This is an optimization exercise on Yosys and OpenROAD, whose aim is small area, not a production implementation. Only simulation tests tie the RTL to the original design; equivalence was not proved. No activity file was given, so power comes from the tool's default toggle rates.

v11:
// lab3_3
module lab3_3(clk, rst, en, speed, led);
input clk;
input rst;
input en;
input speed;
output [15:0] led;
wire [2:0] S;    
clock_divider clkdiv(.clk(clk), .rst(rst), .cnt(S));
wire sel1 = speed ? S[0] : S[2];
wire sel2 = speed ? S[2] : S[0];
reg p1, p2;
always @(posedge clk) begin
    p1 <= sel1;
    p2 <= sel2;
end
wire step3 = sel1 & ~p1 & en;
wire step1 = sel2 & ~p2 & en;
reg [2:0] mr;      
wire [2:0] m = mr ^ 3'b100;
reg dirC;         
wire [9:4] P;     
assign P[4] = ~m[0] & ~m[2];
assign P[5] =  m[0] & ~m[1];
assign P[6] =  m[1] & ~m[2];
assign P[7] =  m[0] &  m[2];
assign P[8] = ~m[0] &  m[1];
assign P[9] = ~m[1] &  m[2];
wire [15:0] M3;
assign M3[3:0]   = 4'b0;
assign M3[4]     = P[4];
assign M3[5]     = ~m[1] & ~m[2];
assign M3[6]     = ~m[2];
assign M3[7]     =  m[0];
assign M3[8]     =  m[1];
assign M3[9]     =  m[2];
assign M3[10]    = ~m[0] & m[2];
assign M3[11]    = P[9];
assign M3[15:12] = 4'b0;
wire m_up = dirC ? P[4] : ~P[9];
always @(posedge clk, posedge rst) begin
    if (rst) begin
        mr <= 3'b000;
        dirC <= 1'b0;
  ...
clock: 5.0 ns
lec_check: 0
cap_margin: 0
core_margin: 2
core_utilization: 40
slew_margin: 0
standard.sh (not shown) runs the stock make flow with config.mk's settings and CLKGATE_MAP_FILE= SYNTH_SCRIPT=/design/flow/synth_recipe.tcl, a recipe that flattens the netlist after the stock synthesis.
==> flow/flow/run.sh <==
#!/bin/bash
# Own layout flow: the standard synthesis, then its combinational logic
# re-mapped for area (flip-flops untouched), then the standard ORFS layout
# steps with 1x port buffers and a single-level clock tree.
set -euo pipefail
W=$PWD
R=$W/orfs/results/$FLOW_PLATFORM/lab3_3/base
export LIB_FILE=$FLOW_HOME/platforms/$FLOW_PLATFORM/lib/sky130_fd_sc_hd__tt_025C_1v80.lib
export DONT_USE_CELLS="$(sed -n '/^export DONT_USE_CELLS/,/^$/p' $FLOW_HOME/platforms/$FLOW_PLATFORM/config.mk | tr -d '\\' | sed 's/export DONT_USE_CELLS += //' | tr -s ' \n' ' ')"
export TOP=$FLOW_TOP

# 1. standard synthesis (netlist only)
bash standard.sh $R/1_2_yosys.v > $W/synth_standard.log 2>&1
cp $R/1_2_yosys.v $W/netlist_standard.v

# 2. re-map the logic with a few ABC area scripts, keep the smallest
best=""; best_area=""
for s in $W/flow/abc_*.script; do
  n=$(basename $s .script)
  IN_V=$W/netlist_standard.v OUT_V=$W/netlist_$n.v ABC_SCRIPT=$s \
    yosys -c $W/flow/remap.tcl > $W/remap_$n.log 2>&1 &
done
wait
for s in $W/flow/abc_*.script; do
  n=$(basename $s .script)
  [[ -s $W/netlist_$n.v.stat ]] || continue
  a=$(sed -n "s/.*Chip area for top module.*: *//p" $W/netlist_$n.v.stat)
  [[ -n "$a" ]] || continue
  echo "$n $a" >> $W/remap_areas.txt
  if [[ -z "$best" ]] || awk "BEGIN{exit !($a < $best_area)}"; then best=$n; best_area=$a; fi
done
a0=$(grep -h "Chip area" $W/orfs/reports/$FLOW_PLATFORM/lab3_3/base/synth_stat.txt | head -1 | sed 's/.*: *//')
echo "standard $a0 best $best $best_area" >> $W/remap_areas.txt
if [[ -n "$best" ]] && awk "BEGIN{exit !($best_area < $a0)}"; then
  cp $W/netlist_$best.v $R/1_2_yosys.v
fi

# 3. layout
bash standard.sh finish \
  "BUFFER_PORTS_ARGS=-buffer_cell sky130_fd_sc_hd__buf_1" \
  "CTS_ARGS=-sink_clustering_enable -repair_clock_nets -dont_use_dummy_load -sink_clustering_size 64 -sink_clustering_max_diameter 500 -buf_list sky130_fd_sc_hd__clkbuf_8 -root_buf sky130_fd_sc_hd__clkbuf_8" \
  > $W/layout_standard.log 2>&1
==> flow/flow/remap.tcl <==
# Re-map the combinational logic of the standard synthesis netlist for area.
# The flip-flops (and tie cells) are kept as they are, with their names and
# cell types; only the logic between them is re-synthesised by ABC.
yosys -import
set lib $::env(LIB_FILE)
read_liberty -ignore_miss_func $lib
read_verilog $::env(IN_V)
hierarchy -top $::env(TOP)
setattr -mod -set keep_hierarchy 1 sky130_fd_sc_hd__df* sky130_fd_sc_hd__conb*
flatten
opt_clean -purge
set du {}
foreach c $::env(DONT_USE_CELLS) { lappend du -dont_use $c }
abc -liberty $lib -script $::env(ABC_SCRIPT) {*}$du
opt_clean -purge
hilomap -singleton -hicell sky130_fd_sc_hd__conb_1 HI -locell sky130_fd_sc_hd__conb_1 LO
tee -o $::env(OUT_V).stat stat -liberty $lib
blackbox sky130_fd_sc_hd__*
write_verilog -noattr -nohex -nodec $::env(OUT_V)
Other scripts of this flow, unchanged in this note and not shown: flow/flow/abc_d1.script, flow/flow/abc_d2.script, flow/flow/abc_d3.script, flow/flow/abc_d4.script, flow/flow/abc_s01.script, flow/flow/abc_s21.script
Inputs modified between v11 and v46:
-- flow/flow/run.sh --
<<< v11, line 16
# 2. re-map the logic with a few ABC area scripts, keep the smallest
best=""; best_area=""
for s in $W/flow/abc_*.script; do
  n=$(basename $s .script)
  IN_V=$W/netlist_standard.v OUT_V=$W/netlist_$n.v ABC_SCRIPT=$s \
    yosys -c $W/flow/remap.tcl > $W/remap_$n.log 2>&1 &
>>> v46, line 16
a0=$(grep -h "Chip area" $W/orfs/reports/$FLOW_PLATFORM/lab3_3/base/synth_stat.txt | head -1 | sed 's/.*: *//')
best_v=$W/netlist_standard.v; best_area=$a0
echo "standard $a0" >> $W/remap_areas.txt
for round in 1 2 3; do
  src=$best_v; improved=0
  for s in $W/flow/abc_*.script; do
    n=r${round}_$(basename $s .script)
    IN_V=$src OUT_V=$W/netlist_$n.v ABC_SCRIPT=$s \
      yosys -c $W/flow/remap.tcl > $W/remap_$n.log 2>&1 &
  done
  wait
  for s in $W/flow/abc_*.script; do
    n=r${round}_$(basename $s .script)
    [[ -s $W/netlist_$n.v.stat ]] || continue
    a=$(sed -n "s/.*Chip area for top module.*: *//p" $W/netlist_$n.v.stat)
    [[ -n "$a" ]] || continue
    echo "$n $a" >> $W/remap_areas.txt
    if awk "BEGIN{exit !($a < $best_area)}"; then best_v=$W/netlist_$n.v; best_area=$a; improved=1; fi
  done
  [[ $improved == 1 ]] || break
<<< v11, line 23
wait
for s in $W/flow/abc_*.script; do
  n=$(basename $s .script)
  [[ -s $W/netlist_$n.v.stat ]] || continue
  a=$(sed -n "s/.*Chip area for top module.*: *//p" $W/netlist_$n.v.stat)
  [[ -n "$a" ]] || continue
  echo "$n $a" >> $W/remap_areas.txt
  if [[ -z "$best" ]] || awk "BEGIN{exit !($a < $best_area)}"; then best=$n; best_area=$a; fi
done
a0=$(grep -h "Chip area" $W/orfs/reports/$FLOW_PLATFORM/lab3_3/base/synth_stat.txt | head -1 | sed 's/.*: *//')
echo "standard $a0 best $best $best_area" >> $W/remap_areas.txt
if [[ -n "$best" ]] && awk "BEGIN{exit !($best_area < $a0)}"; then
  cp $W/netlist_$best.v $R/1_2_yosys.v
fi
>>> v46, line 37
echo "best $best_v $best_area" >> $W/remap_areas.txt
cp $best_v $R/1_2_yosys.v
==> flow/flow/abc_d5.script (new file) <==
strash
&get -n
&deepsyn -T 15 -S 5
&put
dch -f
amap
==> flow/flow/abc_d6.script (new file) <==
strash
&get -n
&deepsyn -T 15 -S 6
&put
dch -f
amap
Notes after the runs:
v46 finished every stage and its layout cleared the timing, DRC and antenna checks. In the metrics for v11 and v46, the one carrying the higher cell count after synthesis is v46. Of v11 and v46, the run reporting the higher number of global-route vias before repair was v11. Delta (v46 minus v11): top achievable clock speed has increased; share of total power consumed by net switching has decreased; post-layout total power has decreased; total global-route track usage has decreased.
## Diff of input files: v35 against v46
- SLEW_MARGIN now 20, was 0
- CAP_MARGIN now 20, was 0
-- flow/flow/run.sh --
<<< v46, line 16
>>> v35, line 16
# 2. re-map the logic with a few ABC area scripts, keep the smallest
best=""; best_area=""
for s in $W/flow/abc_*.script; do
  n=$(basename $s .script)
  IN_V=$W/netlist_standard.v OUT_V=$W/netlist_$n.v ABC_SCRIPT=$s \
    yosys -c $W/flow/remap.tcl > $W/remap_$n.log 2>&1 &
done
wait
for s in $W/flow/abc_*.script; do
  n=$(basename $s .script)
  [[ -s $W/netlist_$n.v.stat ]] || continue
  a=$(sed -n "s/.*Chip area for top module.*: *//p" $W/netlist_$n.v.stat)
  [[ -n "$a" ]] || continue
  echo "$n $a" >> $W/remap_areas.txt
  if [[ -z "$best" ]] || awk "BEGIN{exit !($a < $best_area)}"; then best=$n; best_area=$a; fi
done
<<< v46, line 17
best_v=$W/netlist_standard.v; best_area=$a0
echo "standard $a0" >> $W/remap_areas.txt
for round in 1 2 3; do
  src=$best_v; improved=0
  for s in $W/flow/abc_*.script; do
    n=r${round}_$(basename $s .script)
    IN_V=$src OUT_V=$W/netlist_$n.v ABC_SCRIPT=$s \
      yosys -c $W/flow/remap.tcl > $W/remap_$n.log 2>&1 &
  done
  wait
  for s in $W/flow/abc_*.script; do
    n=r${round}_$(basename $s .script)
    [[ -s $W/netlist_$n.v.stat ]] || continue
    a=$(sed -n "s/.*Chip area for top module.*: *//p" $W/netlist_$n.v.stat)
    [[ -n "$a" ]] || continue
    echo "$n $a" >> $W/remap_areas.txt
    if awk "BEGIN{exit !($a < $best_area)}"; then best_v=$W/netlist_$n.v; best_area=$a; improved=1; fi
  done
  [[ $improved == 1 ]] || break
done
echo "best $best_v $best_area" >> $W/remap_areas.txt
cp $best_v $R/1_2_yosys.v
>>> v35, line 33
echo "standard $a0 best $best $best_area" >> $W/remap_areas.txt
if [[ -n "$best" ]] && awk "BEGIN{exit !($best_area < $a0)}"; then
  cp $W/netlist_$best.v $R/1_2_yosys.v
fi
removed: flow/flow/abc_d5.script
removed: flow/flow/abc_d6.script
Per the comparison of v35 with v46, effective utilization at floorplan flat; multi-input logic portion of the cell area shows an increase of 0.47 points; switching portion of total power higher; worst hold slack after final layout decreased by 9.0 ps relative to the old numbers. Density: v35 denser than v46. Of the two values seen for highest-delay cell along the critical path, nor3_1 was produced by v46 and a2111oi_0 by v35.

[afterwards: timing with drivers on the ports]
The flow's constraints put no driver on any port. The routed layouts listed below were extracted and timed again, unchanged, in two steps.
Step 1 sets driving cells, clkbuf_16 on the clock port and buf_2 on the other inputs (assumed; they add their load-dependent delay and slew).
Step 2, shift: input delay + t, output delay - t, t = (earliest + latest rising clock arrival at the registers) / 2. This alone moves slack from input paths to output paths.
a / b / c = ideal ports / drivers / drivers and shift; a / b = the first two.
run | t, ns | setup slack, ns | hold WS [ns] | worst register clock-pin slew, ns | cell pins on the clock port's net
v11 | 0.295 | 1.429 / 1.431 / 1.136 | 0.371 / 0.371 / 0.371 | 0.10 / 0.10 | 1
v46 | 0.292 | 2.088 / 2.085 / 1.799 | 0.378 / 0.378 / 0.378 | 0.09 / 0.09 | 1
v35 | 0.294 | 1.404 / 1.405 / 1.111 | 0.369 / 0.369 / 0.369 | 0.10 / 0.10 | 1
After both steps setup and hold are still met in every run listed.
